What follows belongs to an exercise in optimizing a design on an open flow for small area; a production flow would make more cautious choices. At most, simulation tests tie the RTL to the original design; equivalence was not proved. The RTL of run 5 was laid out without a check of its function. Power and IR drop assume default switching activity.

$ cat constraint.sdc
create_clock -name core_clock -period 12.0 [get_ports {clk}]
set_input_delay 2.4000 -clock core_clock [delete_from_list [all_inputs] [get_ports {clk}]]
set_output_delay 2.4000 -clock core_clock [all_outputs]
set_load 0.01 [all_outputs]
$ cat design.v
`timescale 1ns / 1ps
`default_nettype none
module Debounce #(
    parameter W = 16,
    parameter [W-1:0] TAPS = 16'b1101_0000_0000_1000
) (
    input  wire btn,
    input  wire clk,
    output wire led
);
    reg [W-1:0] s;
    wire low_ones = &s[W-2:0];
    wire fb = ~(^(s & TAPS)) | low_ones;
    always @(posedge clk) begin
        if (~btn) s <= {{(W-1){1'b1}}, 1'b0};
        else      s <= {s[W-2:0], fb};
    end
    assign led = low_ones & s[W-1];
endmodule
`timescale 1ns / 1ps
module edge_generator(input wire clk, input wire rst, input wire signal, output reg out);
    reg sig_p;
    always @(posedge clk) begin
        if (rst) begin
            out <= 1'b0;
            sig_p <= 1'b0;
        end else begin
            out <= signal & ~sig_p;
            sig_p <= signal;
        end
    end
endmodule
`timescale 1ns / 1ps
`default_nettype none
module Calculator(
    input  wire [3:0] a,
    input  wire [3:0] b,
    input  wire [2:0] op,
    output reg        bin,
    output reg  [7:0] v
);
    always @(*) begin
        bin = ~op[2];
        case (op)
            3'd0: v = {4'b0, a & b};
            3'd1: v = {4'b0, a | b};
            3'd2: v = {4'b0, ~a};
            3'd3: v = {4'b0, a ^ b};
            3'd4: v = {4'b0, a} + {4'b0, b};
            3'd5: v = (a < b) ? {4'b0, b - a} : {4'b0, a - b};
            3'd6: v = a * b;
            default: v = (b == 4'd0) ? 8'hFF : {4'b0, a / b};
        endcase
    end
endmodule
`timescale 1ns / 1ps
`default_nettype none
module val_bcd(
    input  wire [7:0] v,
    output wire [3:0] hun,
    output wire [3:0] ten,
    output wire [3:0] one
    );
    assign hun = v / 8'd100;
    assign ten = (v / 8'd10) % 8'd10;
    assign one = v % 8'd10;
endmodule
`timescale 1ns / 1ps
`default_nettype none
module bcd_seg(
    input wire [3:0] BCD,
    output reg [7:0] s
);
    always @(*) begin
        case(BCD)
            0: s = 8'b0000_0011;
            1: s = 8'b1001_1111;
            2: s = 8'b0010_0101;
            3: s = 8'b0000_1101;
            4: s = 8'b1001_1001;
            5: s = 8'b0100_1001;
            6: s = 8'b0100_0001;
            7: s = 8'b0001_1111;
            8: s = 8'b0000_0001;
            9: s = 8'b0000_1001;
            10: s = 8'b1111_1101;
            default s = 8'b1111_1111;
        endcase
    end
endmodule
`timescale 1ns / 1ps
`default_nettype none
module op_seg(
    input wire [2:0] OP,
    input wire [1:0] d,
    output wire [7:0] s
);
    reg [31:0] w;
    always @(*) begin
        case(OP)
            0: w = 32'b1111_1111_0001_0001_1101_0101_1000_0101;  
            1: w = 32'b1111_1111_1111_1111_0000_0011_1111_0101;  
            2: w = 32'b1111_1111_1101_0101_1100_0101_1110_0001;  
            3: w = 32'b1111_1111_1001_0001_0000_0011_1111_0101;  
            4: w = 32'b1111_1111_0001_0001_1000_0101_1000_0101;  
            5: w = 32'b1111_1111_0100_1001_1100_0111_1100_0001;  
            6: w = 32'b0011_0011_0001_1011_1110_0011_1110_0001;  
            default: w = 32'b1111_1111_1000_0101_1001_1111_1000_0011;  
        endcase
    end
    assign s = w[{d, 3'b000} +: 8];
endmodule
`timescale 1ns / 1ps
`default_nettype none
module Multi_Driver(
    input  wire clk,
    input  wire rst,
    output reg  [1:0] dsel
    );
    reg [11:0] count;
    always @(posedge clk) begin
        if (count < 12'd1023)      dsel <= 2'd0;
        else if (count < 12'd2047) dsel <= 2'd1;
        else if (count < 12'd3071) dsel <= 2'd2;
        else                       dsel <= 2'd3;
        if (rst) count <= 12'd0;
        else     count <= count + 12'd1;
    end
endmodule
`timescale 1ns / 1ps
`default_nettype none
module Calculator_top(
    input wire [3:0] a,
    input wire [3:0] b,
    input wire clk,
    input wire rst,
    input wire enter,
    input wire back,
    input wire up,
    input wire down,
    output wire [3:0] an,
    output wire [7:0] seg,
    output reg bin_ind
);
    wire up_d, down_d, enter_d, back_d, rst_d;
    Debounce dd(.btn(down),  .clk(clk), .led(down_d));
    Debounce ud(.btn(up),    .clk(clk), .led(up_d));
    Debounce ed(.btn(enter), .clk(clk), .led(enter_d));
    Debounce bd(.btn(back),  .clk(clk), .led(back_d));
    Debounce rd(.btn(rst),   .clk(clk), .led(rst_d));
    wire DOWN, UP, BACK, ENTER;
    edge_generator de(.clk(clk), .rst(rst_d), .signal(down_d),  .out(DOWN));
    edge_generator ue(.clk(clk), .rst(rst_d), .signal(back_d),  .out(BACK));
    edge_generator be(.clk(clk), .rst(rst_d), .signal(up_d),    .out(UP));
    edge_generator ee(.clk(clk), .rst(rst_d), .signal(enter_d), .out(ENTER));
    localparam [4:0] S_IDLE = 5'd0, S_RES = 5'd1, S_OP = 5'd2, S_CONV0 = 5'd5;
    reg [4:0] st;
    wire conv      = |st[4:2];
    wire conv_frst = ~st[4] & ~st[3] & st[2] & ~st[1];
    wire conv_last = &st;
    wire idle      = ~conv & ~st[1] & ~st[0];
    wire res       = ~conv & ~st[1] & st[0];
    reg [2:0] op;
    reg [1:0] result_neg;
    reg [3:0] a_l, b_l;           
    reg [10:0] r;                 
    localparam [3:0] D_ZERO = 4'd8, D_RES = 4'd9;
    reg [3:0] dcode, dcode2;
    wire       c_bin;
    wire [7:0] c_val;
    Calculator calc(.a(a_l), .b(b_l), .op(op), .bin(c_bin), .v(c_val));
    always @(posedge clk) begin
        if (op == 3'd5 && a < b) begin
            result_neg[0] <= 1'b1;
            result_neg[1] <= (b - a) >= 4'd10;
        end
        if (rst_d) begin
            op <= 3'd0;
            st <= S_IDLE;
            result_neg <= 2'b0;
            dcode <= D_ZERO;
        end else if (conv) begin
            bin_ind <= ~(op >= 3'd5);
            dcode <= {1'b0, op};
            if (conv_frst) begin
                a_l <= a;
                b_l <= b;
            end
            if (conv_last) begin
                st <= S_RES;
                r <= {result_neg[0], result_neg[1], c_bin, c_val};
                if (result_neg[0]) result_neg <= 2'b0;
            end else begin
                st <= st + 5'd1;
            end
        end else if (idle) begin
            dcode <= D_ZERO;
            op <= 3'd0;
            if (ENTER) st <= S_CONV0;
            else if (UP | DOWN) st <= S_OP;
        end else if (res) begin
            result_neg <= 2'b0;
            dcode <= D_RES;
            if (BACK) st <= S_IDLE;
            else if (ENTER) st <= S_CONV0;
            else if (UP | DOWN) begin
                st <= S_OP;
                op <= 3'd0;
            end
        end else begin
            result_neg <= 2'b0;
            dcode <= {1'b0, op};
            if (ENTER) st <= S_CONV0;
            else if (BACK) st <= S_RES;
            if (UP) op <= op + 3'd1;
            else if (DOWN) op <= op - 3'd1;
        end
        dcode2 <= dcode;
    end
    wire [1:0] dsel;
    Multi_Driver md(.clk(clk), .rst(rst_d), .dsel(dsel));
    assign an = ~(4'b0001 << dsel);
    wire [3:0] hun, ten, one;
    val_bcd conv_bcd(.v(r[7:0]), .hun(hun), .ten(ten), .one(one));
    wire rbin = r[8];
    wire [3:0] d_ten = rbin ? {3'b0, r[1]} : ten;
    wire [3:0] d_one = rbin ? {3'b0, r[0]} : one;
    reg [3:0] dig;
    always @(*) begin
        if (r[10]) begin
            case (dsel)
                2'd0: dig = d_one;
                2'd1: dig = r[9] ? d_ten : 4'd10;
                2'd2: dig = r[9] ? 4'd10 : 4'd15;
                default: dig = 4'd15;
            endcase
        end else begin
            case (dsel)
                2'd0: dig = d_one;
                2'd1: dig = d_ten;
                2'd2: dig = rbin ? {3'b0, r[2]} : hun;
                default: dig = rbin ? {3'b0, r[3]} : 4'd0;
            endcase
        end
    end
    wire [7:0] res_seg, name_seg;
    bcd_seg bs(.BCD(dig), .s(res_seg));
    op_seg os(.OP(dcode2[2:0]), .d(dsel), .s(name_seg));
    assign seg = ~dcode2[3] ? name_seg :
                 dcode2[0]  ? res_seg  : 8'b0000_0011;
endmodule
$ cat config.mk
export PLATFORM = sky130hd
export DESIGN_NAME = Calculator_top
export DESIGN_NICKNAME = Calculator_top
export VERILOG_FILES = /design/flow/design.v
export SDC_FILE = /design/flow/constraint.sdc
export NUM_CORES = 4
export LEC_CHECK = 0
export CAP_MARGIN = 20
export CORE_MARGIN = 2
export CORE_UTILIZATION = 40
export SLEW_MARGIN = 20
$ cat run.sh
#!/bin/bash
# synth_recipe.tcl (not shown) runs the flow's synth.tcl, then flattens the netlist and writes it again
# the make line also repeats each setting of config.mk as NAME=value (left out here)
make -C /OpenROAD-flow-scripts/flow DESIGN_CONFIG=/design/flow/config.mk WORK_HOME=/design/flow/orfs CLKGATE_MAP_FILE= SYNTH_SCRIPT=/design/flow/synth_recipe.tcl finish
==> results of run 1 <==
[logic make-up (layout without fill, tap and decap cells)]
kind of cell    Yosys count  count (layout)  synth area share, %
fa+ha+maj                74              74                 12.3
other cells               1               1               0.0468
mux                      13              13                 1.67
buf+inv                  93             113                 5.55
flops                   140             140                 37.4
compound gates          206             206                 17.9
xor+xnor                 44              44                 4.81
simple gates            306             306                 20.3
[layer usage]
layer | share of wire [%] | vias to the layer above | GRT usage, %
met3 | 4.4 | 23 | 2.88
met2 | 44 | 149 | 23.6
met4 | 1.5 | 0 | 5.20
li1 | - | 3131 | -
met5 | 0 | - | 0
met1 | 50 | 2824 | 21.3
[synth_stat cells, drive strengths merged (6+ instances only)]
cell	instances	area share [%]
nand4	21	1.6
xnor2	33	3.6
nor3	15	1.0
inv	55	2.6
o311ai	7	0.86
edfxtp	20	7.5
fa	8	2.0
nand2	38	1.8
clkbuf	20	0.94
o211ai	16	1.6
o21a	12	1.1
mux2i	10	1.2
nor2	70	3.3
o2111ai	6	0.73
nand3	23	1.4
a21o	10	0.95
buf	16	1.9
and3	11	0.86
xor2	11	1.2
a31oi	11	0.86
a21oi	51	3.2
nand2b	82	6.4
o21ai	39	2.6
dfxtp	120	30
nor4	10	0.78
a211oi	9	0.97
ha	66	10
nor2b	15	1.2
[state kept, by name (all words and copies together) (netlist names)]
| name | count |
|---|---|
| bd.s | 16 |
| dd.s | 16 |
| ed.s | 16 |
| rd.s | 16 |
| ud.s | 16 |
| md.count | 12 |
| r | 11 |
| st | 5 |
| a_l | 4 |
| b_l | 4 |
| dcode2 | 4 |
| dcode | 4 |
| op | 3 |
| md.dsel | 2 |
| result_neg | 2 |
| be.out | 1 |
| be.sig_p | 1 |
| bin_ind | 1 |
| de.out | 1 |
| de.sig_p | 1 |
| ee.out | 1 |
| ee.sig_p | 1 |
| ue.out | 1 |
| ue.sig_p | 1 |
[cell type report]
| class | count | area (um^2) |
|---|---|---|
| Clock buffer | 22 | 497 |
| Sequential cell | 140 | 3000 |
| Tap cell | 265 | 332 |
| Multi-Input combinational cell | 644 | 4580 |
| Fill cell | 1883 | 10600 |
| Clock inverter | 8 | 80.1 |
| Inverter | 56 | 210 |
| Timing Repair Buffer | 27 | 265 |
[power by group through the flow]
stage          Clock, mW  Sequential [mW]  Combinational (mW)
2_1_floorplan          0            0.535               0.217
3_3_place_gp           0            0.562               0.264
3_5_place_dp           0            0.561               0.267
4_1_cts            0.509            0.552               0.269
5_1_grt            0.531            0.558               0.302
6_report           0.497            0.552               0.267
[per-stage QoR]
step / instances / cell area (um^2) / utilization [%] / hold WS (ns)
finish: 1162 / 8960 / 45.8 / 0.318
detailed placement: 1132 / 8390 / 42.8 / 0.313
CTS: 1162 / 8960 / 45.8 / 0.323
global route: 1162 / 8960 / 45.8 / 0.333
floorplan: 877 / 8020 / - / 0.310
global placement: 1132 / 8390 / 42.8 / 0.313
[worst paths after layout]
kind | end | start | slack, ns | cells after the start
worst max-delay path | seg[4] | r[3] | 3.26 | 21
worst min-delay path | dcode2[1] | dcode[1] | 0.32 | 0
worst max register to register | r[0] | b_l[0] | 7.39 | 16
worst min register to register | dcode2[1] | dcode[1] | 0.32 | 0
==> impl_metrics.toml, run 1 <==
[pwr]
power.switching_mw = 0.368
totalPowerFinal_mw = 1.32
internal-power_mw = 0.948
clockPowerShare_pct = 37.8
share_seq_of_total_power_pct = 42.0
power_density_nw_per_um2 = 147
max-vdd-ir-drop_v = 0.000116
swShare_pct = 28.0
power.combinational.fraction_pct = 20.3
total_leakage_power_nw = 3.62

[sta]
hold_viol = 0
setup_tns_ns = 0
fin_crit_ns = 8.74
slew_headroom_pct = 35.5
drv_slew = 0
worst_margin_slew_ns = 0.960
maxClockFrequency_mhz = 114
fin_worst_skew_ns = 0.0102
setup_ws_ns = 3.26
finalCritPeriodShare_pct = 72.8
final-setup-viol-count = 0
rsz0062_at_grt = "no"

[floorplan]
die_area_um2 = 21200
initial_standard_cell_utilization_of_the_core_pct = 40.9
fp.dieH_um = 146
io-pin-count = 27
coreArea_um2 = 19600
fp-row-count = 51
floorplan.die.width_um = 146

[critical_path]
startpoint_type = "register"
arrival_time_of_the_worst_setup_path_ns = 6.34
cp_num_buf_inv = 2
path_max_fanout = 14
worstPathCellList = "clkinv_1, ha_1, nand2b_1, a22o_1, a211o_1, nor2_2, o21ai_4, ha_1, nand2_1, a21oi_1, and4_4, a21o_2, xnor2_1, ha_1, o21ai_0, a31oi_1, o311ai_2, nor2_1, a2111o_1, o211ai_1, clkdlybuf4s50_1"
critPathMostFrequentCell = "sky130_fd_sc_hd__ha_1"
cp-end-kind = "primary output"
cpLargestDelayFamily = "compound AO/OA/AOI/OAI gates"
cpMaxStageDelayCell = "sky130_fd_sc_hd__o311ai_2"
cp_data_required_time_ns = 9.60
timing.setup.critical_path_class = "reg -> out"
critPathMaxStageDelay_ns = 0.77

[placement]
dpl.hpwl_um = 11400
finalWeightedCongestion = 0.840
io_buffer_count = 25
preCtsSetupSlack_ns = 3.75

[clocking]
number_of_buffers_inserted_during_clock_tree_synthesis = 17
clk_latency_ns = 0.41
post-cts-setup-buffers = 0
tritoncts = "done"
clk_path_buf_depth = 2
cts.hold.buffers_added = 0
ctsResizeCount = 0
cts_root_buffer = "sky130_fd_sc_hd__clkbuf_16"
clk_pin_slew_worst_paths_ns = 0.06
numClockSinks = 140
cts-htree-levels = 4

[logic_synthesis]
synthArstFlopShare_pct = 0
mappedNetlistArea_um2 = 8020
synth_edf_count = 20
post_synth_num_cell_types = 79
yosys_warnings = 7
synth.ff_latch_count = 140
post_synth_inst_count = 877
synth_fp_nets = 965
dominantRegCellSynth = "sky130_fd_sc_hd__dfxtp_1"
post_synthesis_mean_instance_area_um2 = 9.14
ys_seq_area_share_pct = 37.4

[route]
route.vias.total = 6127
drt-initial-drc-count = 298
detail_route.wl_per_cell_um = 13.5
drtPass1Iterations = 5
via_density = 5.27
wl_um = 15700
drt.antenna.violating_nets = 0
route.detailed.drc = 0

[global_route]
grt_use_total_pct = 15.2
grt_overflow_total = 0
grt_max_degree = 22
antenna_found_initial = 0
grt_first_pass_wirelength_um = 27100
via_count_of_the_first_global_routing_pass = 5647

[layout]
fin_nets = 974
flow.area_growth_from_synthesis_pct = 11.8
layout_common_cells = "sky130_fd_sc_hd__dfxtp_1, sky130_fd_sc_hd__nand2b_1, sky130_fd_sc_hd__nor2_1"
insertedDiodeCount = 0
mostFrequentLayoutCell = "sky130_fd_sc_hd__dfxtp_1"
drive_gt1_share_pct = 5.91

[job]
max_cap_violations = 0

[run_status]
status = "complete, no violations"

[worst_hold_path]
min_path_type = "reg -> reg"
==> inputs of run 2 (changes only) <==
--- a/config.mk
+++ b/config.mk
@@ -5,6 +5,7 @@
 export SDC_FILE = /design/flow/constraint.sdc
 export NUM_CORES = 4
 export LEC_CHECK = 0
+export ABC_AREA = 1
 export CAP_MARGIN = 20
 export CORE_MARGIN = 2
 export CORE_UTILIZATION = 40
==> impl_metrics.toml, run 2 <==
[logic_synthesis]
synthTopCellsByArea = "sky130_fd_sc_hd__dfxtp_1, sky130_fd_sc_hd__ha_1, sky130_fd_sc_hd__edfxtp_1, sky130_fd_sc_hd__inv_1, sky130_fd_sc_hd__nand2_1"
dominantRegCellSynth = "sky130_fd_sc_hd__dfxtp_1"
synth_top_cells_by_count = "sky130_fd_sc_hd__inv_1, sky130_fd_sc_hd__nand2_1, sky130_fd_sc_hd__dfxtp_1, sky130_fd_sc_hd__or2_2, sky130_fd_sc_hd__nor2_1"
mappedNetlistArea_um2 = 7780
synth.ff_latch_count = 140
post_synth_num_cell_types = 55
ys_seq_area_share_pct = 38.6
post-synth-top-area-cell = "sky130_fd_sc_hd__dfxtp_1"
synth_edf_count = 20
yosys_warnings = 7
post_synthesis_mean_instance_area_um2 = 8.24
synthArstFlopShare_pct = 0
synth_top_cell_area_share_pct = 30.9
post_synth_inst_count = 944
synth_fp_nets = 1032

[pwr]
total_leakage_power_nw = 3.95
power_density_nw_per_um2 = 149
max-vdd-ir-drop_v = 0.000145

[layout]
layout_common_cells = "sky130_fd_sc_hd__inv_1, sky130_fd_sc_hd__nand2_1, sky130_fd_sc_hd__dfxtp_1"
flow.area_growth_from_synthesis_pct = 13.8
stdcell_count = 1252
drive_gt1_share_pct = 16.2
layout.filler_cells = 1929
fin_nets = 1062
multiInputGateArea_um2 = 4200
ff_latch_area_um2 = 3000
insertedDiodeCount = 0

[global_route]
via_count_of_the_first_global_routing_pass = 5677
grt_max_degree = 23
grt_use_total_pct = 15.1
grt_overflow_total = 0
antenna_found_initial = 0
grt_first_pass_wirelength_um = 25300

[clocking]
cts-htree-levels = 4
cts_root_buffer = "sky130_fd_sc_hd__clkbuf_16"
ctsResizeCount = 0
tritoncts = "done"
post-cts-setup-buffers = 0
cts.hold.buffers_added = 0
numClockSinks = 140
clk_pin_slew_worst_paths_ns = 0.06
clk_latency_ns = 0.42
number_of_buffers_inserted_during_clock_tree_synthesis = 17
clk_path_buf_depth = 2

[sta]
fin_crit_ns = 7.31
maxClockFrequency_mhz = 137
slew_headroom_pct = 41.7
rsz0062_at_grt = "no"
fin_worst_skew_ns = 0.00873
setup_tns_ns = 0
drv_slew = 0
final-setup-viol-count = 0
worst_margin_slew_ns = 0.872
finalCritPeriodShare_pct = 60.9
hold_viol = 0

[floorplan]
coreArea_um2 = 19300
die_area_um2 = 20600
fp-row-count = 51
fp.dieH_um = 143
initial_standard_cell_utilization_of_the_core_pct = 40.4
io-pin-count = 27
floorplan.die.width_um = 143

[job]
max_cap_violations = 0

[route]
drt-initial-drc-count = 277
route.vias.total = 5926
drtPass1Iterations = 4
via_density = 4.73
wl_um = 14400
drt.antenna.violating_nets = 0
detail_route.wl_per_cell_um = 11.5
route.detailed.drc = 0

[critical_path]
cp_data_required_time_ns = 9.60
ff2ff_setup_slack_ns = 7.03
cp-end-kind = "primary output"
arrival_time_of_the_worst_setup_path_ns = 4.91
path_max_fanout = 7
timing.setup.critical_path_class = "reg -> out"
critPathMaxStageDelay_ns = 0.46
startpoint_type = "register"
critPathMostFrequentCell = "sky130_fd_sc_hd__nand2_1"
cpMaxStageDelayCell = "sky130_fd_sc_hd__edfxtp_1"

[placement]
numPlacedInstances = 1220
io_buffer_count = 25
finalWeightedCongestion = 0.875
dpl.hpwl_um = 11100

[run_status]
status = "complete, no violations"

[worst_hold_path]
min_path_type = "reg -> reg"
run 2: cell count changes in the layout (fill, tap and decap cells not counted), sizes merged, moves of 15 or more:
cell	delta
inv	+87
nand2	+118
nand2b	-82
nand3	+22
nor2b	-15
o21ai	+15
or2	+77
xnor2	-15
run 2: worst paths after layout:
| check | start | cells past startpoint | end |
|---|---|---|---|
| worst max-delay path | r[3] | 28 | seg[1] |
| worst min-delay path | dcode[2] | 0 | dcode2[2] |
| worst max register to register | b_l[0] | 21 | r[0] |
| worst min register to register | dcode[2] | 0 | dcode2[2] |
run 2: layout make-up:
type / instances / area share [%]
Clock buffer: 17 / 4.81
Clock inverter: 15 / 1.47
Inverter: 136 / 5.77
Multi-Input combinational cell: 654 / 47.5
Sequential cell: 140 / 33.9
Tap cell: 265 / 3.75
Timing Repair Buffer: 25 / 2.83
run 2: logic make-up after synthesis:
group / synth area share (%)
xor gates and xnor gates: 2.93
DFF: 38.6
and+or+nand+nor: 26.5
other: 0.0482
muxes: 0.306
buffers and inverters: 7.41
adders and majority gates: 12.7
AOI/OAI and AO/OA: 11.5
run 2: worst max-delay path: cells and delay by family (launching register included):
family                     cells  cell delay [ns]
AOI/OAI and AO/OA              2             0.28
adders and majority gates      2             0.44
buffers and inverters          7             1.12
DFF                            1             0.46
muxes                          1             0.25
and+or+nand+nor               16             1.95
run 2: power breakdown:
part           internal, mW  total [mW]  switching, mW
sequential            0.515       0.546         0.0314
clock                 0.271       0.483          0.211
combinational         0.123       0.293          0.170
run 2: stage by stage:
step | setup WS [ns] | cell area (um^2) | util (%) | total power, mW | hold WS [ns]
6_report | 4.69 | 8850 | 45.9 | 1.32 | 0.323
5_1_grt | 4.12 | 8850 | 45.9 | 1.41 | 0.334
4_1_cts | 4.66 | 8850 | 45.9 | 1.34 | 0.325
3_3_place_gp | 5.23 | 8300 | 43.0 | 0.845 | 0.311
3_5_place_dp | 5.13 | 8300 | 43.0 | 0.847 | 0.314
2_1_floorplan | 6.00 | 7780 | - | 0.762 | 0.310
run 2: routing by layer:
| metal | global-route usage, % | routed length (um) |
|---|---|---|
| met4 | 5.06 | 214 |
| met2 | 24.1 | 6320 |
| met1 | 20.5 | 7380 |
| met3 | 2.93 | 446 |
| met5 | 0 | 0 |
==> inputs of run 3 (changes only) <==
==> flow/run.sh (new file) <==
#!/bin/bash
# Standard layout, except that the combinational logic of the standard
# synthesis is re-mapped for area by yosys/abc before floorplanning.
set -u
HERE=$(pwd)
F=$HERE/flow
RES=$HERE/orfs/results/$FLOW_PLATFORM/Calculator_top/base
LIB=$FLOW_HOME/platforms/$FLOW_PLATFORM/lib/sky130_fd_sc_hd__tt_025C_1v80.lib
YOSYS=$(command -v yosys || echo /OpenROAD-flow-scripts/tools/install/yosys/bin/yosys)
cp standard.sh standard.sh.txt 2>/dev/null

bash standard.sh synth > std_synth.log 2>&1 || { echo "standard synth failed"; exit 1; }
cp $RES/1_2_yosys.v $HERE/std_1_2_yosys.v

# combinational cell models for the re-mapping
$YOSYS -q -p "read_liberty -ignore_miss_func $LIB; write_verilog -noattr $HERE/cells_all.v" > cells.log 2>&1
python3 $F/combcells.py $HERE/cells_all.v $HERE/combcells.v > combcells.log 2>&1

cat > $HERE/resyn.ys <<EOS
read_liberty -lib $LIB
read_verilog -defer $HERE/std_1_2_yosys.v
hierarchy -top $FLOW_TOP
techmap -map $HERE/combcells.v
techmap
opt -purge
abc -liberty $LIB -dont_use *probe* -dont_use *lpflow* -script $F/area.abc
opt_clean -purge
hilomap -singleton -hicell sky130_fd_sc_hd__conb_1 HI -locell sky130_fd_sc_hd__conb_1 LO
insbuf -buf sky130_fd_sc_hd__buf_4 A X
check -assert -mapped
tee -o $HERE/resyn_stat.txt stat -liberty $LIB
write_verilog -noattr -nohex -nodec $HERE/resyn_1_2_yosys.v
EOS
if $YOSYS -s $HERE/resyn.ys > resyn.log 2>&1 && python3 $F/sameregs.py $HERE/std_1_2_yosys.v $HERE/resyn_1_2_yosys.v > sameregs.log 2>&1; then
  cp $HERE/resyn_1_2_yosys.v $RES/1_2_yosys.v
  rm -f $RES/1_synth.odb $RES/1_synth.sdc
  echo "using the re-mapped netlist"
else
  echo "re-mapping failed; keeping the standard netlist"
fi
bash standard.sh finish > std_finish.log 2>&1 || { echo "standard finish failed"; exit 1; }
test -f out/final.def
==> flow/area.abc (new file) <==
strash; &get -n; &fraig -x; &put; scorr; dc2; balance; rewrite; refactor; balance; rewrite; rewrite -z; balance; refactor -z; rewrite -z; balance; strash; &get -n; &dch -f; &nf -a -R 1000; &put
==> flow/combcells.py (new file) <==
import re, sys
s = open(sys.argv[1]).read()
keep = [b for b, n in re.findall(r'(module (\S+)\(.*?endmodule\n)', s, re.S)
        if 'always' not in b and 'reg ' not in b]
open(sys.argv[2], 'w').write('\n'.join(keep))
print(len(keep), "combinational cell models")
==> flow/sameregs.py (new file) <==
# Checks that two netlists have the same sequential cell instances (name and type).
import re, sys
def regs(p):
    s = open(p).read()
    return sorted(re.findall(r'\b(sky130_fd_sc_hd__(?:e?df\w+|sdf\w+|dl\w+))\s+(\\?\S+)\s*\(', s))
a, b = regs(sys.argv[1]), regs(sys.argv[2])
print(len(a), len(b))
sys.exit(0 if a == b and len(a) > 0 else 1)
==> standard.sh (new file) <==
#!/bin/bash
# synth_recipe.tcl (not shown) runs the flow's synth.tcl, then flattens the netlist and writes it again
# the make line also repeats each setting of config.mk as NAME=value (left out here)
make -C /OpenROAD-flow-scripts/flow DESIGN_CONFIG=/design/flow/config.mk WORK_HOME=/design/flow/orfs CLKGATE_MAP_FILE= SYNTH_SCRIPT=/design/flow/synth_recipe.tcl "${@:-finish}"
--- a/config.mk
+++ b/config.mk
@@ -5,7 +5,6 @@
 export SDC_FILE = /design/flow/constraint.sdc
 export NUM_CORES = 4
 export LEC_CHECK = 0
-export ABC_AREA = 1
 export CAP_MARGIN = 20
 export CORE_MARGIN = 2
 export CORE_UTILIZATION = 40
removed: run.sh
==> impl_metrics.toml, run 3 <==
[run_status]
status = "complete, no violations"

[floorplan]
io-pin-count = 27
die_area_um2 = 17500
floorplan.die.width_um = 132
fp.dieH_um = 132
coreArea_um2 = 15900
initial_standard_cell_utilization_of_the_core_pct = 41.2
fp-row-count = 46

[logic_synthesis]
post_synth_inst_count = 763
post_synthesis_mean_instance_area_um2 = 8.61
synth_fp_nets = 777
yosys_warnings = 7
mappedNetlistArea_um2 = 6570

[sta]
fin_crit_ns = 7.24
fin_worst_skew_ns = 0.00616
drv_slew = 0
finalCritPeriodShare_pct = 60.3
setup_tns_ns = 0
maxClockFrequency_mhz = 138
rsz0062_at_grt = "no"
final-setup-viol-count = 0
worst_margin_slew_ns = 0.965
hold_viol = 0
slew_headroom_pct = 34.9
hold-worst-slack_ns = 0.325

[critical_path]
arrival_time_of_the_worst_setup_path_ns = 4.84
critPathMostFrequentCell = "sky130_fd_sc_hd__o21ai_0"
worstPathCellList = "nor2b_1, or2_0, o221ai_1, nor2_1, o21ai_0, nor2b_1, nor2_1, o21ai_0, a21oi_1, o41ai_1, nand2b_1, clkinv_1, a21oi_1, nand2_1, o31a_1, o21ai_0, clkdlybuf4s50_1"
cpMaxStageDelayCell = "sky130_fd_sc_hd__clkdlybuf4s50_1"
cpLargestDelayFamily = "compound AO/OA/AOI/OAI gates"
timing.critical_path.depth = 17
timing.setup.critical_path_class = "reg -> out"
critPathMaxStageDelay_ns = 0.57
ff2ff_setup_slack_ns = 8.87
startpoint_type = "register"
worst-r2r-cell-count = 11
worst_r2r_endpoint = "r[2]"
cp_num_buf_inv = 2
cp_data_required_time_ns = 9.60
cp-endpoint = "seg[6]"
path_max_fanout = 7
cp-end-kind = "primary output"
setup.worst_path.start = "r[4]"
regToRegStartpoint = "b_l[0]"

[route]
route.detailed.drc = 0
drt.antenna.violating_nets = 0
via_density = 5.33
drt-initial-drc-count = 285
detail_route.wl_per_cell_um = 13.4
route.vias.total = 5468
wl_um = 13700
drtPass1Iterations = 5

[layout]
insertedDiodeCount = 0
layout.filler_cells = 1517
post_route_design_area_um2 = 7610
mostFrequentLayoutCell = "sky130_fd_sc_hd__dfxtp_1"
stdcell_count = 1026
drive_gt1_share_pct = 4.20
layout_common_cells = "sky130_fd_sc_hd__dfxtp_1, sky130_fd_sc_hd__nand2b_1, sky130_fd_sc_hd__nor2_1"
fin_nets = 811
flow.area_growth_from_synthesis_pct = 16.0

[worst_hold_path]
min_path_type = "reg -> reg"
hold_path.startpoint = "dcode[2]"

[global_route]
grt_use_total_pct = 16.0
grt_max_degree = 21
via_count_of_the_first_global_routing_pass = 5142
grt_overflow_total = 0
grt_first_pass_wirelength_um = 23300
antenna_found_initial = 0

[placement]
finalWeightedCongestion = 0.877
dpl.hpwl_um = 9870
numPlacedInstances = 994
postPlaceCellArea_um2 = 7010
io_buffer_count = 25

[clocking]
cts.hold.buffers_added = 0
cts_root_buffer = "sky130_fd_sc_hd__clkbuf_16"
clk_path_buf_depth = 2
post-cts-setup-buffers = 0
cts-htree-levels = 4
clk_pin_slew_worst_paths_ns = 0.05
clk_latency_ns = 0.42
ctsResizeCount = 0
number_of_buffers_inserted_during_clock_tree_synthesis = 17
tritoncts = "done"
numClockSinks = 140

[pwr]
max-vdd-ir-drop_v = 0.000114
total_leakage_power_nw = 2.77
power_density_nw_per_um2 = 185

[job]
max_cap_violations = 0
run 3: worst min-delay path by stage:
stage                      to  slack (ns)  depth (start not counted)
global route        dcode2[2]        0.33                          0
detailed placement  dcode2[0]        0.31                          0
floorplan           dcode2[0]        0.31                          0
global placement    dcode2[2]        0.31                          0
CTS                 dcode2[0]        0.33                          0
finish              dcode2[2]        0.32                          0
run 3: final cells by class:
cell class,instances,area (um^2),share of cell area [%]
clock buffer,19,464,6.10
clock inverter,13,139,1.82
inverter,19,71.3,0.937
multi-input combinational,592,3400,44.7
sequential,140,3000,39.4
tap,216,270,3.55
timing repair buffer,27,265,3.48
run 3: power breakdown:
group | total, mW | switching [mW] | internal [mW]
clock network | 0.519 | 0.195 | 0.324
registers | 0.572 | 0.0558 | 0.516
logic | 0.319 | 0.183 | 0.136
total | 1.41 | 0.434 | 0.975
run 3: per-layer routing:
layer,vias to the layer above,track usage (%),wire (um)
met1,2512,20.5,6590
met4,0,5.98,263
met2,138,25.7,6270
met3,31,4.42,614
met5,-,0,0
li1,2787,-,-
run 3: stage by stage:
stage	setup WS [ns]	power (mW)	util (%)
2_1_floorplan	6.28	0.810	-
3_3_place_gp	5.57	0.883	44.0
3_5_place_dp	5.29	0.895	44.0
4_1_cts	4.84	1.42	47.8
5_1_grt	4.35	1.49	47.8
6_report	4.76	1.41	47.8
==> inputs of run 4 (changes only) <==
--- a/flow/run.sh
+++ b/flow/run.sh
@@ -38,5 +38,7 @@
 else
   echo "re-mapping failed; keeping the standard netlist"
 fi
-bash standard.sh finish > std_finish.log 2>&1 || { echo "standard finish failed"; exit 1; }
+bash standard.sh "BUFFER_PORTS_ARGS=-buffer_cell sky130_fd_sc_hd__buf_1" \
+  "CTS_ARGS=-sink_clustering_enable -repair_clock_nets -dont_use_dummy_load -buf_list sky130_fd_sc_hd__clkbuf_4 -root_buf sky130_fd_sc_hd__clkbuf_8 -sink_clustering_size 30 -sink_clustering_max_diameter 100" \
+  finish > std_finish.log 2>&1 || { echo "standard finish failed"; exit 1; }
 test -f out/final.def
--- a/config.mk
+++ b/config.mk
@@ -5,6 +5,7 @@
 export SDC_FILE = /design/flow/constraint.sdc
 export NUM_CORES = 4
 export LEC_CHECK = 0
+export ABC_AREA = 1
 export CAP_MARGIN = 20
 export CORE_MARGIN = 2
 export CORE_UTILIZATION = 40
==> impl_metrics.toml, run 4 <==
[run_status]
status = "complete, no violations"

[sta]
hold_viol = 0
setup_tns_ns = 0
maxClockFrequency_mhz = 139
finalCritPeriodShare_pct = 60.1
worst_margin_slew_ns = 0.934
fin_worst_skew_ns = 0.0413
drv_slew = 0
final-setup-viol-count = 0
rsz0062_at_grt = "no"
slew_headroom_pct = 37.2
fin_crit_ns = 7.22

[logic_synthesis]
mappedNetlistArea_um2 = 6330
synth_fp_nets = 744
yosys_warnings = 7
post_synthesis_mean_instance_area_um2 = 8.67
post_synth_inst_count = 730

[global_route]
antenna_found_initial = 0
grt_max_degree = 22
grt_first_pass_wirelength_um = 21900
grt_use_total_pct = 16.1
via_count_of_the_first_global_routing_pass = 4808
grt_overflow_total = 0

[critical_path]
startpoint_type = "register"
timing.setup.critical_path_class = "reg -> out"
ff2ff_setup_slack_ns = 8.32
setup.worst_path.start = "r[5]"
cp_data_required_time_ns = 9.60
cp-endpoint = "seg[7]"
path_max_fanout = 6
cp-end-kind = "primary output"
arrival_time_of_the_worst_setup_path_ns = 4.82
regToRegStartpoint = "b_l[1]"
worst-r2r-cell-count = 14
worst_r2r_endpoint = "r[0]"

[floorplan]
fp-row-count = 45
initial_standard_cell_utilization_of_the_core_pct = 41.3
io-pin-count = 27
fp.dieH_um = 130
floorplan.die.width_um = 130
coreArea_um2 = 15300
die_area_um2 = 16800

[route]
wl_um = 12500
route.detailed.drc = 0
via_density = 5.33
drtPass1Iterations = 5
drt-initial-drc-count = 429
route.vias.total = 5179
detail_route.wl_per_cell_um = 12.9
drt.antenna.violating_nets = 0

[clocking]
cts_root_buffer = "sky130_fd_sc_hd__clkbuf_8"
clk_path_buf_depth = 2
number_of_buffers_inserted_during_clock_tree_synthesis = 17
post-cts-setup-buffers = 0
numClockSinks = 140
cts-htree-levels = 4
clk_pin_slew_worst_paths_ns = 0.11
clk_latency_ns = 0.43
tritoncts = "done"
ctsResizeCount = 0
cts.hold.buffers_added = 0

[placement]
dpl.hpwl_um = 9060
io_buffer_count = 25
postPlaceCellArea_um2 = 6600
numPlacedInstances = 954
finalWeightedCongestion = 0.893

[pwr]
totalPowerFinal_mw = 0.982
power_density_nw_per_um2 = 146
total_leakage_power_nw = 2.44
max-vdd-ir-drop_v = 0.0000935

[layout]
drive_gt1_share_pct = 2.37
mostFrequentLayoutCell = "sky130_fd_sc_hd__dfxtp_1"
fin_nets = 776
insertedDiodeCount = 0
layout.filler_cells = 1544
stdcell_count = 971
flow.area_growth_from_synthesis_pct = 6.44
post_route_design_area_um2 = 6740
layout_common_cells = "sky130_fd_sc_hd__dfxtp_1, sky130_fd_sc_hd__nand2b_1, sky130_fd_sc_hd__nor2_1"

[worst_hold_path]
min_path_type = "reg -> reg"

[job]
max_cap_violations = 0
## run 4: routing by layer
metal / vias up / part of all wire, % / GRT usage [%]
li1: 2624 / - / -
met1: 2388 / 50 / 22.2
met2: 148 / 44 / 24.4
met3: 19 / 4.9 / 3.53
met4: 0 / 1.6 / 6.83
met5: - / 0 / 0
## run 4: worst max-delay path: stages, from the launching register on
cell,delay [ns]
sky130_fd_sc_hd__edfxtp_1,0.46
sky130_fd_sc_hd__nand2b_1,0.25
sky130_fd_sc_hd__o22ai_1,0.23
sky130_fd_sc_hd__o211a_1,0.22
sky130_fd_sc_hd__nor2_1,0.08
sky130_fd_sc_hd__o21a_1,0.23
sky130_fd_sc_hd__nor2_1,0.16
sky130_fd_sc_hd__xor2_1,0.16
sky130_fd_sc_hd__nor2_1,0.08
sky130_fd_sc_hd__and2_0,0.17
sky130_fd_sc_hd__o22ai_1,0.16
sky130_fd_sc_hd__nor2b_1,0.24
sky130_fd_sc_hd__nor2_1,0.09
sky130_fd_sc_hd__nor3_1,0.24
sky130_fd_sc_hd__a22oi_1,0.12
sky130_fd_sc_hd__o21ai_0,0.48
sky130_fd_sc_hd__clkinv_1,0.23
sky130_fd_sc_hd__o211ai_1,0.37
sky130_fd_sc_hd__a21oi_1,0.11
sky130_fd_sc_hd__o21ai_0,0.10
sky130_fd_sc_hd__o31ai_1,0.10
sky130_fd_sc_hd__buf_1,0.14
## run 4: cell type report
type / count / area, um^2 / share of cell area (%)
sequential: 140 / 3000 / 44.6
clock buffer: 17 / 134 / 1.99
tap: 211 / 264 / 3.92
inverter: 16 / 60.1 / 0.891
timing repair buffer: 25 / 93.8 / 1.39
multi-input combinational: 562 / 3180 / 47.2
## run 4: power by group
group | internal [mW] | switching (mW) | total [mW]
logic | 0.0879 | 0.128 | 0.216
clock network | 0.0695 | 0.138 | 0.208
registers | 0.512 | 0.0459 | 0.558
## run 4: stage by stage
stage | setup slack [ns] | hold slack (ns) | utilization [%]
floorplan | 5.86 | 0.310 | -
global placement | 5.60 | 0.313 | 43.1
detailed placement | 5.29 | 0.312 | 43.1
CTS | 4.83 | 0.310 | 44.0
global route | 4.23 | 0.325 | 44.0
finish | 4.78 | 0.313 | 44.0
## run 4: how the worst min path moves through the flow
| stage | start | end | depth (start not counted) |
|---|---|---|---|
| detailed placement | dcode[1] | dcode2[1] | 0 |
| global placement | dcode[3] | dcode2[3] | 0 |
| CTS | dcode[2] | dcode2[2] | 0 |
| floorplan | dcode[0] | dcode2[0] | 0 |
| finish | dcode[2] | dcode2[2] | 0 |
| global route | dcode[2] | dcode2[2] | 0 |
==> inputs of run 5 (changes only) <==
--- a/design.v
+++ b/design.v
@@ -8,13 +8,13 @@
     input  wire clk,
     output wire led
 );
-    reg [W-1:0] s;
+    localparam [W-1:0] POL = {(W/2){2'b10}};
+    reg  [W-1:0] q;
+    wire [W-1:0] s = q ^ POL;
     wire low_ones = &s[W-2:0];
     wire fb = ~(^(s & TAPS)) | low_ones;
-    always @(posedge clk) begin
-        if (~btn) s <= {{(W-1){1'b1}}, 1'b0};
-        else      s <= {s[W-2:0], fb};
-    end
+    wire [W-1:0] s_next = btn ? {s[W-2:0], fb} : {{(W-1){1'b1}}, 1'b0};
+    always @(posedge clk) q <= s_next ^ POL;
     assign led = low_ones & s[W-1];
 endmodule
 `timescale 1ns / 1ps
@@ -33,37 +33,67 @@
 `timescale 1ns / 1ps
 `default_nettype none
 module Calculator(
+    input  wire       clk,
+    input  wire       load,
+    input  wire       step,
     input  wire [3:0] a,
     input  wire [3:0] b,
     input  wire [2:0] op,
-    output reg        bin,
+    output wire       bin,
     output reg  [7:0] v
 );
-    always @(*) begin
-        bin = ~op[2];
+    reg [3:0] x, y, h;
+    wire [4:0] m_sum = {1'b0, h} + (x[0] ? {1'b0, y} : 5'd0);
+    wire [4:0] d_t   = {h, x[3]};
+    wire       d_ge  = d_t >= {1'b0, y};
+    wire [4:0] d_r   = d_t - {1'b0, y};
+    always @(posedge clk) begin
+        if (load) begin
+            x <= a;
+            y <= b;
+            h <= 4'd0;
+        end else if (step & op[2] & op[1]) begin
+            if (~op[0]) begin
+                h <= m_sum[4:1];
+                x <= {m_sum[0], x[3:1]};
+            end else begin
+                h <= d_ge ? d_r[3:0] : d_t[3:0];
+                x <= {x[2:0], d_ge};
+            end
+        end
+    end
+    assign bin = ~op[2];
+    always @(*) begin
         case (op)
-            3'd0: v = {4'b0, a & b};
-            3'd1: v = {4'b0, a | b};
-            3'd2: v = {4'b0, ~a};
-            3'd3: v = {4'b0, a ^ b};
-            3'd4: v = {4'b0, a} + {4'b0, b};
-            3'd5: v = (a < b) ? {4'b0, b - a} : {4'b0, a - b};
-            3'd6: v = a * b;
-            default: v = (b == 4'd0) ? 8'hFF : {4'b0, a / b};
+            3'd0: v = {4'b0, x & y};
+            3'd1: v = {4'b0, x | y};
+            3'd2: v = {4'b0, ~x};
+            3'd3: v = {4'b0, x ^ y};
+            3'd4: v = {4'b0, x} + {4'b0, y};
+            3'd5: v = (x < y) ? {4'b0, y - x} : {4'b0, x - y};
+            3'd6: v = {h, x};
+            default: v = (y == 4'd0) ? 8'hFF : {4'b0, x};
         endcase
     end
 endmodule
-`timescale 1ns / 1ps
-`default_nettype none
-module val_bcd(
-    input  wire [7:0] v,
-    output wire [3:0] hun,
-    output wire [3:0] ten,
-    output wire [3:0] one
-    );
-    assign hun = v / 8'd100;
-    assign ten = (v / 8'd10) % 8'd10;
-    assign one = v % 8'd10;
+module add3(input wire [3:0] i, output reg [3:0] o);
+  always @(*) case (i)
+    4'd5: o = 4'd8; 4'd6: o = 4'd9; 4'd7: o = 4'd10; 4'd8: o = 4'd11; 4'd9: o = 4'd12;
+    default: o = i;
+  endcase
+endmodule
+module val_bcd(input wire [7:0] v, output wire [1:0] hun, output wire [3:0] ten, output wire [3:0] one);
+  wire [3:0] c1,c2,c3,c4,c5,c6,c7;
+  add3 m1(.i({1'b0,v[7:5]}), .o(c1));
+  add3 m2(.i({c1[2:0],v[4]}), .o(c2));
+  add3 m3(.i({c2[2:0],v[3]}), .o(c3));
+  add3 m4(.i({c3[2:0],v[2]}), .o(c4));
+  add3 m5(.i({c4[2:0],v[1]}), .o(c5));
+  add3 m6(.i({1'b0,c1[3],c2[3],c3[3]}), .o(c6));
+  add3 m7(.i({c6[2:0],c4[3]}), .o(c7));
+  assign one = {c5[2:0], v[0]};
+  assign ten = {c7[2:0], c5[3]};
+  assign hun = {c6[3], c7[3]};
 endmodule
 `timescale 1ns / 1ps
 `default_nettype none
@@ -162,13 +192,14 @@
     wire res       = ~conv & ~st[1] & st[0];
     reg [2:0] op;
     reg [1:0] result_neg;
-    reg [3:0] a_l, b_l;           
     reg [10:0] r;                 
     localparam [3:0] D_ZERO = 4'd8, D_RES = 4'd9;
     reg [3:0] dcode, dcode2;
     wire       c_bin;
     wire [7:0] c_val;
-    Calculator calc(.a(a_l), .b(b_l), .op(op), .bin(c_bin), .v(c_val));
+    wire calc_step = ~st[4] & st[3] & ~st[2];    
+    Calculator calc(.clk(clk), .load(conv_frst), .step(calc_step),
+                    .a(a), .b(b), .op(op), .bin(c_bin), .v(c_val));
     always @(posedge clk) begin
         if (op == 3'd5 && a < b) begin
             result_neg[0] <= 1'b1;
@@ -182,10 +213,6 @@
         end else if (conv) begin
             bin_ind <= ~(op >= 3'd5);
             dcode <= {1'b0, op};
-            if (conv_frst) begin
-                a_l <= a;
-                b_l <= b;
-            end
             if (conv_last) begin
                 st <= S_RES;
                 r <= {result_neg[0], result_neg[1], c_bin, c_val};
@@ -220,7 +247,7 @@
     wire [1:0] dsel;
     Multi_Driver md(.clk(clk), .rst(rst_d), .dsel(dsel));
     assign an = ~(4'b0001 << dsel);
-    wire [3:0] hun, ten, one;
+    wire [1:0] hun; wire [3:0] ten, one;
     val_bcd conv_bcd(.v(r[7:0]), .hun(hun), .ten(ten), .one(one));
     wire rbin = r[8];
     wire [3:0] d_ten = rbin ? {3'b0, r[1]} : ten;
@@ -238,7 +265,7 @@
             case (dsel)
                 2'd0: dig = d_one;
                 2'd1: dig = d_ten;
-                2'd2: dig = rbin ? {3'b0, r[2]} : hun;
+                2'd2: dig = rbin ? {3'b0, r[2]} : {2'b0, hun};
                 default: dig = rbin ? {3'b0, r[3]} : 4'd0;
             endcase
         end
--- a/flow/run.sh
+++ b/flow/run.sh
@@ -1,13 +1,15 @@
 #!/bin/bash
-# Standard layout, except that the combinational logic of the standard
-# synthesis is re-mapped for area by yosys/abc before floorplanning.
+# Standard layout, except that:
+#  - the combinational logic of the standard synthesis is re-mapped for area
+#    by yosys/abc (flip-flops kept as they are) before floorplanning;
+#  - ports are buffered with buf_1, and CTS uses small clock buffers and no
+#    dummy loads (settings in flow/cts_args).
 set -u
 HERE=$(pwd)
 F=$HERE/flow
 RES=$HERE/orfs/results/$FLOW_PLATFORM/Calculator_top/base
 LIB=$FLOW_HOME/platforms/$FLOW_PLATFORM/lib/sky130_fd_sc_hd__tt_025C_1v80.lib
 YOSYS=$(command -v yosys || echo /OpenROAD-flow-scripts/tools/install/yosys/bin/yosys)
-cp standard.sh standard.sh.txt 2>/dev/null
 
 bash standard.sh synth > std_synth.log 2>&1 || { echo "standard synth failed"; exit 1; }
 cp $RES/1_2_yosys.v $HERE/std_1_2_yosys.v
@@ -39,6 +41,5 @@
   echo "re-mapping failed; keeping the standard netlist"
 fi
 bash standard.sh "BUFFER_PORTS_ARGS=-buffer_cell sky130_fd_sc_hd__buf_1" \
-  "CTS_ARGS=-sink_clustering_enable -repair_clock_nets -dont_use_dummy_load -buf_list sky130_fd_sc_hd__clkbuf_4 -root_buf sky130_fd_sc_hd__clkbuf_8 -sink_clustering_size 30 -sink_clustering_max_diameter 100" \
-  finish > std_finish.log 2>&1 || { echo "standard finish failed"; exit 1; }
+  "CTS_ARGS=$(cat $F/cts_args)" finish > std_finish.log 2>&1 || { echo "standard finish failed"; exit 1; }
 test -f out/final.def
==> flow/area.abc (replaced) <==
strash; &get -n; &deepsyn -T 60; &put; strash; &get -n; &dch -f; &nf -a -R 1000; &put
==> flow/cts_args (new file) <==
-sink_clustering_enable -repair_clock_nets -dont_use_dummy_load -buf_list sky130_fd_sc_hd__clkbuf_8 -sink_clustering_size 30 -sink_clustering_max_diameter 100
==> impl_metrics.toml, run 5 <==
[run_status]
status = "complete, no violations"

[clocking]
clk_latency_ns = 0.45
clk_pin_slew_worst_paths_ns = 0.08
cts_root_buffer = "sky130_fd_sc_hd__clkbuf_8"
clk_path_buf_depth = 2
ctsResizeCount = 0
number_of_buffers_inserted_during_clock_tree_synthesis = 17
cts-htree-levels = 4
numClockSinks = 144
tritoncts = "done"
post-cts-setup-buffers = 0
cts.hold.buffers_added = 0

[logic_synthesis]
mappedNetlistArea_um2 = 6020
yosys_warnings = 8
post_synth_inst_count = 672
post_synthesis_mean_instance_area_um2 = 8.96
synth_fp_nets = 686

[floorplan]
fp.dieH_um = 127
io-pin-count = 27
floorplan.die.width_um = 127
fp-row-count = 44
die_area_um2 = 16100
coreArea_um2 = 14600
initial_standard_cell_utilization_of_the_core_pct = 41.1

[layout]
layout_common_cells = "sky130_fd_sc_hd__dfxtp_1, sky130_fd_sc_hd__nand2_1, sky130_fd_sc_hd__nor2_1"
drive_gt1_share_pct = 2.84
fin_nets = 720
finalCoreUtilization_pct = 44.5
mostFrequentLayoutCell = "sky130_fd_sc_hd__dfxtp_1"
post_route_design_area_um2 = 6510
flow.area_growth_from_synthesis_pct = 8.12
stdcell_count = 888
ff_latch_area_um2 = 3080
multiInputGateArea_um2 = 2810
insertedDiodeCount = 0
layout.filler_cells = 1439

[critical_path]
arrival_time_of_the_worst_setup_path_ns = 4.03
cp_data_required_time_ns = 9.60
startpoint_type = "register"
timing.setup.critical_path_class = "reg -> out"
cpMaxStageDelayCell = "sky130_fd_sc_hd__edfxtp_1"
worstPathCellList = "nor2b_1, a21oi_1, a221oi_1, a311oi_1, o21ai_0, a2111oi_0, a21oi_1, nand2_1, nor2_1, xnor2_1, nand4_1, nand2_1, mux2_1, a21oi_1, buf_1"
path_max_fanout = 10
cp-end-kind = "primary output"
critPathMaxStageDelay_ns = 0.52
critPathMostFrequentCell = "sky130_fd_sc_hd__a21oi_1"

[sta]
maxClockFrequency_mhz = 156
fin_crit_ns = 6.43
worst_margin_slew_ns = 1.03
slew_headroom_pct = 31.3
finalCritPeriodShare_pct = 53.6
setup_ws_ns = 5.57
hold-worst-slack_ns = 0.312
setup_tns_ns = 0
fin_worst_skew_ns = 0.0313
hold_viol = 0
drv_slew = 0
final-setup-viol-count = 0
rsz0062_at_grt = "no"

[route]
drtPass1Iterations = 4
drt-initial-drc-count = 218
route.vias.total = 4802
route.detailed.drc = 0
via_density = 5.41
wl_um = 12000
detail_route.wl_per_cell_um = 13.5
drt.antenna.violating_nets = 0

[pwr]
total_leakage_power_nw = 2.34
power_density_nw_per_um2 = 187
max-vdd-ir-drop_v = 0.0000831
totalPowerFinal_mw = 1.22

[global_route]
grt_max_degree = 24
antenna_found_initial = 0
grt_overflow_total = 0
via_count_of_the_first_global_routing_pass = 4529
grt_use_total_pct = 15.8
grt_first_pass_wirelength_um = 20800

[placement]
postPlaceCellArea_um2 = 6280
dpl.hpwl_um = 8700
finalWeightedCongestion = 0.900
numPlacedInstances = 871
preCtsSetupSlack_ns = 6.10
io_buffer_count = 25

[worst_hold_path]
min_path_type = "reg -> reg"

[job]
max_cap_violations = 0
==> run 5: worst paths after layout <==
path / from / end / slack (ns) / cells past startpoint
hold / removal: dcode[3] / dcode2[3] / 0.31 / 0
setup reg to reg: calc.y[1] / r[3] / 9.04 / 13
hold reg to reg: dcode[3] / dcode2[3] / 0.31 / 0
setup / recovery: r[7] / seg[1] / 5.57 / 15
==> run 5: area by class of cell <==
| cell class | instances | share of cell area (%) |
|---|---|---|
| flip-flops and latches | 144 | 47.3 |
| multi-input cells | 503 | 43.1 |
| clock buffers | 17 | 3.59 |
| well taps | 184 | 3.54 |
| repair buffers | 27 | 1.67 |
| inverters | 13 | 0.749 |
==> run 5: metal layers <==
metal	track usage (%)	share of wire, %
met5	0	0
met4	6.79	2.1
met3	4.56	4.7
met1	20.4	48
met2	24.9	45
==> run 5: power by group <==
part	switching, mW	internal, mW	total, mW
Clock	0.147	0.124	0.272
Sequential	0.0759	0.549	0.625
Combinational	0.193	0.131	0.324
Total	0.416	0.805	1.22
==> run 5: worst max-delay path, delay by kind of cell (launching register included) <==
kind                      cells  cell delay, ns
and+or+nand+nor               5            0.73
buffers and inverters         1            0.16
muxes                         1            0.32
DFF                           1            0.52
AOI/OAI and AO/OA             7            1.71
xor gates and xnor gates      1            0.15
==> inputs of run 6 (changes only) <==
--- a/design.v
+++ b/design.v
@@ -147,14 +147,21 @@
     input  wire rst,
     output reg  [1:0] dsel
     );
-    reg [11:0] count;
-    always @(posedge clk) begin
-        if (count < 12'd1023)      dsel <= 2'd0;
-        else if (count < 12'd2047) dsel <= 2'd1;
-        else if (count < 12'd3071) dsel <= 2'd2;
-        else                       dsel <= 2'd3;
-        if (rst) count <= 12'd0;
-        else     count <= count + 12'd1;
+    reg [9:0] lo;
+    reg [1:0] hi;
+    wire low_zero = ~|lo[8:0];
+    wire lo_last  = lo[9] & low_zero;     
+    wire m_zero   = ~lo[9] & low_zero & ~hi[1] & ~hi[0];
+    wire fb       = lo[9] ^ lo[6] ^ low_zero;
+    always @(posedge clk) begin
+        dsel <= m_zero ? 2'd3 : hi;
+        if (rst) begin
+            lo <= 10'd1;                  
+            hi <= 2'd0;
+        end else begin
+            lo <= {lo[8:0], fb};
+            hi <= hi + {1'b0, lo_last};
+        end
     end
 endmodule
 `timescale 1ns / 1ps
==> impl_metrics.toml, run 6 <==
[global_route]
grt_use_total_pct = 15.4
grt_first_pass_wirelength_um = 20700
via_count_of_the_first_global_routing_pass = 4529
grt_max_degree = 30
grt_overflow_total = 0
antenna_found_initial = 0

[sta]
final-setup-viol-count = 0
fin_crit_ns = 7.15
worst_margin_slew_ns = 0.968
finalCritPeriodShare_pct = 59.6
setup_ws_ns = 4.85
fin_worst_skew_ns = 0.0340
hold_viol = 0
rsz0062_at_grt = "no"
hold-worst-slack_ns = 0.326
setup_tns_ns = 0
slew_headroom_pct = 35.3
drv_slew = 0
maxClockFrequency_mhz = 140

[critical_path]
critPathMaxStageDelay_ns = 0.44
cp_num_buf_inv = 1
cpLargestDelayFamily = "compound AO/OA/AOI/OAI gates"
ff2ff_setup_slack_ns = 9.28
worstPathCellList = "nand2b_1, o21ai_0, nor4_1, a221o_1, o21ai_0, xor2_1, mux2_1, nor3b_1, a211o_1, o21a_1, o21ai_0, a21o_1, o21a_1, a31oi_1, nor2_1, a41oi_1, o211ai_1, buf_1"
cpMaxStageDelayCell = "sky130_fd_sc_hd__edfxtp_1"
cp_data_required_time_ns = 9.60
critPathMostFrequentCell = "sky130_fd_sc_hd__o21ai_0"
arrival_time_of_the_worst_setup_path_ns = 4.75
timing.critical_path.depth = 18
timing.setup.critical_path_class = "reg -> out"
startpoint_type = "register"
worst-r2r-cell-count = 11
path_max_fanout = 4
cp-end-kind = "primary output"

[route]
drtPass1Iterations = 5
detail_route.wl_per_cell_um = 13.3
via_density = 5.40
drt.antenna.violating_nets = 0
wl_um = 11800
drt-initial-drc-count = 306
route.detailed.drc = 0
route.vias.total = 4788

[layout]
fin_nets = 719
post_route_design_area_um2 = 6510
multiInputGateArea_um2 = 2800
flow.area_growth_from_synthesis_pct = 7.92
ff_latch_area_um2 = 3080
insertedDiodeCount = 0
layout_common_cells = "sky130_fd_sc_hd__dfxtp_1, sky130_fd_sc_hd__nand2_1, sky130_fd_sc_hd__nor2b_1"
drive_gt1_share_pct = 2.70
mostFrequentLayoutCell = "sky130_fd_sc_hd__dfxtp_1"
layout.filler_cells = 1412

[clocking]
numClockSinks = 144
cts.hold.buffers_added = 0
clk_path_buf_depth = 2
number_of_buffers_inserted_during_clock_tree_synthesis = 17
cts_root_buffer = "sky130_fd_sc_hd__clkbuf_8"
clk_latency_ns = 0.44
ctsResizeCount = 0
tritoncts = "done"
clk_pin_slew_worst_paths_ns = 0.07
cts-htree-levels = 4
post-cts-setup-buffers = 0

[pwr]
swShare_pct = 34.8
max-vdd-ir-drop_v = 0.0000682
internal-power_mw = 0.818
clockPowerShare_pct = 21.4
totalPowerFinal_mw = 1.25
power.switching_mw = 0.436
power_density_nw_per_um2 = 193
share_seq_of_total_power_pct = 49.8
power.combinational.fraction_pct = 28.8
total_leakage_power_nw = 2.40

[logic_synthesis]
post_synthesis_mean_instance_area_um2 = 8.98
synth_fp_nets = 686
yosys_warnings = 8
mappedNetlistArea_um2 = 6030
post_synth_inst_count = 672

[placement]
postPlaceCellArea_um2 = 6280
finalWeightedCongestion = 0.850
io_buffer_count = 25
dpl.hpwl_um = 8490
preCtsSetupSlack_ns = 5.38

[floorplan]
initial_standard_cell_utilization_of_the_core_pct = 41.2
floorplan.die.width_um = 127
die_area_um2 = 16100
coreArea_um2 = 14600
io-pin-count = 27
fp-row-count = 44
fp.dieH_um = 127

[worst_hold_path]
hold_depth = 0
min_path_type = "reg -> reg"

[run_status]
status = "complete, no violations"

[job]
max_cap_violations = 0
-- run 6: through the flow --
step	cells	util (%)
final	887	44.5
after global routing	887	44.5
after CTS	887	44.5
after detailed placement	870	42.9
after global placement	870	42.9
after floorplan	672	-
-- run 6: area by class of cell --
class	instances	area share [%]
clock buffer	17	3.59
inverter	16	0.922
multi-input combinational	500	43.0
tap	184	3.54
timing repair buffer	26	1.56
sequential	144	47.3
-- run 6: power by group through the flow --
stage	clock [mW]	combinational [mW]	sequential, mW
global placement	0	0.353	0.633
finish	0.269	0.361	0.625
detailed placement	0	0.356	0.633
CTS	0.279	0.359	0.623
global route	0.297	0.411	0.635
floorplan	0	0.311	0.609
-- run 6: worst reg2reg max path, stage by stage (launching register included) --
cell	delay, ns
sky130_fd_sc_hd__edfxtp_1	0.55
sky130_fd_sc_hd__nor2b_1	0.24
sky130_fd_sc_hd__nor2_1	0.11
sky130_fd_sc_hd__o21ai_0	0.08
sky130_fd_sc_hd__a31oi_1	0.29
sky130_fd_sc_hd__o21ai_0	0.14
sky130_fd_sc_hd__o21ai_0	0.11
sky130_fd_sc_hd__nand2_1	0.09
sky130_fd_sc_hd__and3_1	0.21
sky130_fd_sc_hd__a2111oi_0	0.40
sky130_fd_sc_hd__a21o_1	0.13
sky130_fd_sc_hd__o21ai_0	0.09
-- run 6: path summary, 6_finish.rpt --
check             from         to
max               r[2]     seg[4]
min           dcode[3]  dcode2[3]
max reg2reg  calc.y[2]       r[1]
min reg2reg   dcode[3]  dcode2[3]
-- run 6: routing by layer --
| layer | part of all wire [%] | global-route usage (%) | wire, um | vias to the layer above |
|---|---|---|---|---|
| met5 | 0 | 0 | 0 | - |
| met2 | 46 | 24.3 | 5400 | 119 |
| met1 | 49 | 20.5 | 5770 | 2231 |
| met4 | 0.88 | 5.88 | 104 | 0 |
| met3 | 4.3 | 3.58 | 504 | 12 |
| li1 | - | - | - | 2426 |
==> inputs of run 7 (changes only) <==
==> flow/cts_args (replaced) <==
-sink_clustering_enable -repair_clock_nets -dont_use_dummy_load -buf_list {sky130_fd_sc_hd__clkbuf_4 sky130_fd_sc_hd__clkbuf_8} -root_buf sky130_fd_sc_hd__clkbuf_8
==> impl_metrics.toml, run 7 <==
[global_route]
grt_first_pass_wirelength_um = 20700
via_count_of_the_first_global_routing_pass = 4529
grt_overflow_total = 0
grt_use_total_pct = 15.4
antenna_found_initial = 0
grt_max_degree = 30

[critical_path]
timing.setup.critical_path_class = "reg -> out"
critPathMaxStageDelay_ns = 0.44
setup.worst_path.start = "r[2]"
arrival_time_of_the_worst_setup_path_ns = 4.75
critPathMostFrequentCell = "sky130_fd_sc_hd__o21ai_0"
startpoint_type = "register"
cpMaxStageDelayCell = "sky130_fd_sc_hd__edfxtp_1"
worstPathCellList = "nand2b_1, o21ai_0, nor4_1, a221o_1, o21ai_0, xor2_1, mux2_1, nor3b_1, a211o_1, o21a_1, o21ai_0, a21o_1, o21a_1, a31oi_1, nor2_1, a41oi_1, o211ai_1, buf_1"
ff2ff_setup_slack_ns = 9.28
worst_r2r_endpoint = "r[1]"
cp-end-kind = "primary output"
worst-r2r-cell-count = 11
regToRegStartpoint = "calc.y[2]"
path_max_fanout = 4
cp_data_required_time_ns = 9.60

[pwr]
max-vdd-ir-drop_v = 0.0000682
swShare_pct = 34.8
power.combinational.fraction_pct = 28.8
share_seq_of_total_power_pct = 49.8
clockPowerShare_pct = 21.4
power_density_nw_per_um2 = 193
internal-power_mw = 0.818
power.switching_mw = 0.436
total_leakage_power_nw = 2.40

[sta]
fin_crit_ns = 7.15
rsz0062_at_grt = "no"
maxClockFrequency_mhz = 140
final-setup-viol-count = 0
hold_viol = 0
fin_worst_skew_ns = 0.0340
finalCritPeriodShare_pct = 59.6
drv_slew = 0
setup_tns_ns = 0
slew_headroom_pct = 35.3
worst_margin_slew_ns = 0.968

[clocking]
post-cts-setup-buffers = 0
clk_latency_ns = 0.44
cts.hold.buffers_added = 0
ctsResizeCount = 0
numClockSinks = 144
tritoncts = "done"
cts-htree-levels = 4
clk_pin_slew_worst_paths_ns = 0.07
number_of_buffers_inserted_during_clock_tree_synthesis = 17
cts_root_buffer = "sky130_fd_sc_hd__clkbuf_8"
clk_path_buf_depth = 2

[layout]
multiInputGateArea_um2 = 2800
mostFrequentLayoutCell = "sky130_fd_sc_hd__dfxtp_1"
layout.filler_cells = 1412
flow.area_growth_from_synthesis_pct = 7.92
stdcell_count = 887
fin_nets = 719
insertedDiodeCount = 0
layout_common_cells = "sky130_fd_sc_hd__dfxtp_1, sky130_fd_sc_hd__nand2_1, sky130_fd_sc_hd__nor2b_1"
drive_gt1_share_pct = 2.70
ff_latch_area_um2 = 3080

[floorplan]
fp.dieH_um = 127
initial_standard_cell_utilization_of_the_core_pct = 41.2
fp-row-count = 44
io-pin-count = 27
coreArea_um2 = 14600
floorplan.die.width_um = 127
die_area_um2 = 16100

[placement]
dpl.hpwl_um = 8490
io_buffer_count = 25
finalWeightedCongestion = 0.850
numPlacedInstances = 870

[route]
route.detailed.drc = 0
wl_um = 11800
via_density = 5.40
drt-initial-drc-count = 306
drt.antenna.violating_nets = 0
route.vias.total = 4788
drtPass1Iterations = 5
detail_route.wl_per_cell_um = 13.3

[logic_synthesis]
synth_fp_nets = 686
post_synthesis_mean_instance_area_um2 = 8.98
yosys_warnings = 8
post_synth_inst_count = 672
mappedNetlistArea_um2 = 6030

[run_status]
status = "complete, no violations"

[job]
max_cap_violations = 0

[worst_hold_path]
hold_path.startpoint = "dcode[3]"
worst_hold_end = "dcode2[3]"
min_path_type = "reg -> reg"
hold_depth = 0
## run 7: cell counts in the layout (fill, tap and decap cells not counted)
Identical to the previous run, type by type.
## run 7: power by group through the flow
stage	combinational, mW	sequential, mW	clock (mW)
2_1_floorplan	0.311	0.609	0
3_3_place_gp	0.353	0.633	0
3_5_place_dp	0.356	0.633	0
4_1_cts	0.359	0.623	0.279
5_1_grt	0.411	0.635	0.297
6_report	0.361	0.625	0.269
## run 7: layer usage
layer / routed length, um / track usage [%]
met1: 5770 / 20.5
met2: 5400 / 24.3
met3: 504 / 3.58
met4: 104 / 5.88
met5: 0 / 0
## run 7: cell type report
| type | instances | share of cell area (%) |
|---|---|---|
| Sequential cell | 144 | 47.3 |
| Inverter | 16 | 0.922 |
| Tap cell | 184 | 3.54 |
| Multi-Input combinational cell | 500 | 43.0 |
| Clock buffer | 17 | 3.59 |
| Timing Repair Buffer | 26 | 1.56 |
## run 7: worst max path at each step
stage | end | slack (ns) | depth (start not counted)
after CTS | seg[4] | 4.88 | 18
after floorplan | seg[4] | 5.90 | 17
final | seg[4] | 4.85 | 18
after detailed placement | seg[4] | 5.38 | 18
after global routing | seg[4] | 4.53 | 18
after global placement | seg[4] | 5.56 | 18
## run 7: worst max-delay path: cells and delay by family, from the launching register on
kind	cells	cell delay (ns)
DFF	1	0.44
xor gates and xnor gates	1	0.27
AOI/OAI and AO/OA	11	2.33
buffers and inverters	1	0.17
and+or+nand+nor	4	0.72
muxes	1	0.38
## run 7: metrics by stage
step                      hold WS (ns)  worst slack, ns  cell area (um^2)  total power, mW  utilization, %
after floorplan                  0.310             5.90              6030            0.920               -
after global placement           0.315             5.56              6280            0.986            42.9
after detailed placement         0.313             5.38              6280            0.989            42.9
after CTS                        0.327             4.88              6510             1.26            44.5
after global routing             0.331             4.53              6510             1.34            44.5
final                            0.326             4.85              6510             1.25            44.5

==> re-timing with driven ports <==
No port has a modelled driver above. Below, the same layouts with a new extraction and two added sets of constraints.
Step 1, drivers: a clkbuf_16 drives clk and a buf_2 each remaining input, both assumed.
Step 2, shift: input delay + t, output delay - t, t = (earliest + latest rising clock arrival at the registers) / 2. This alone moves slack from input paths to output paths.
a / b / c = ideal ports / drivers / drivers and shift; a / b = the first two.
run | shift t [ns] | setup WS [ns] | latest minus earliest clock arrival (ns)
run 1 | 0.442 | 3.263 / 3.225 / 3.667 | 0.010 / 0.010
run 2 | 0.455 | 4.692 / 4.650 / 5.105 | 0.009 / 0.010
run 3 | 0.448 | 4.763 / 4.728 / 5.176 | 0.006 / 0.006
run 4 | 0.442 | 4.783 / 4.747 / 5.189 | 0.043 / 0.044
run 5 | 0.468 | 5.573 / 5.539 / 6.007 | 0.031 / 0.032
run 6 | 0.458 | 4.852 / 4.819 / 5.276 | 0.035 / 0.035
run 7 | 0.458 | 4.852 / 4.819 / 5.276 | 0.035 / 0.035
After both steps setup and hold are still met in every run listed.
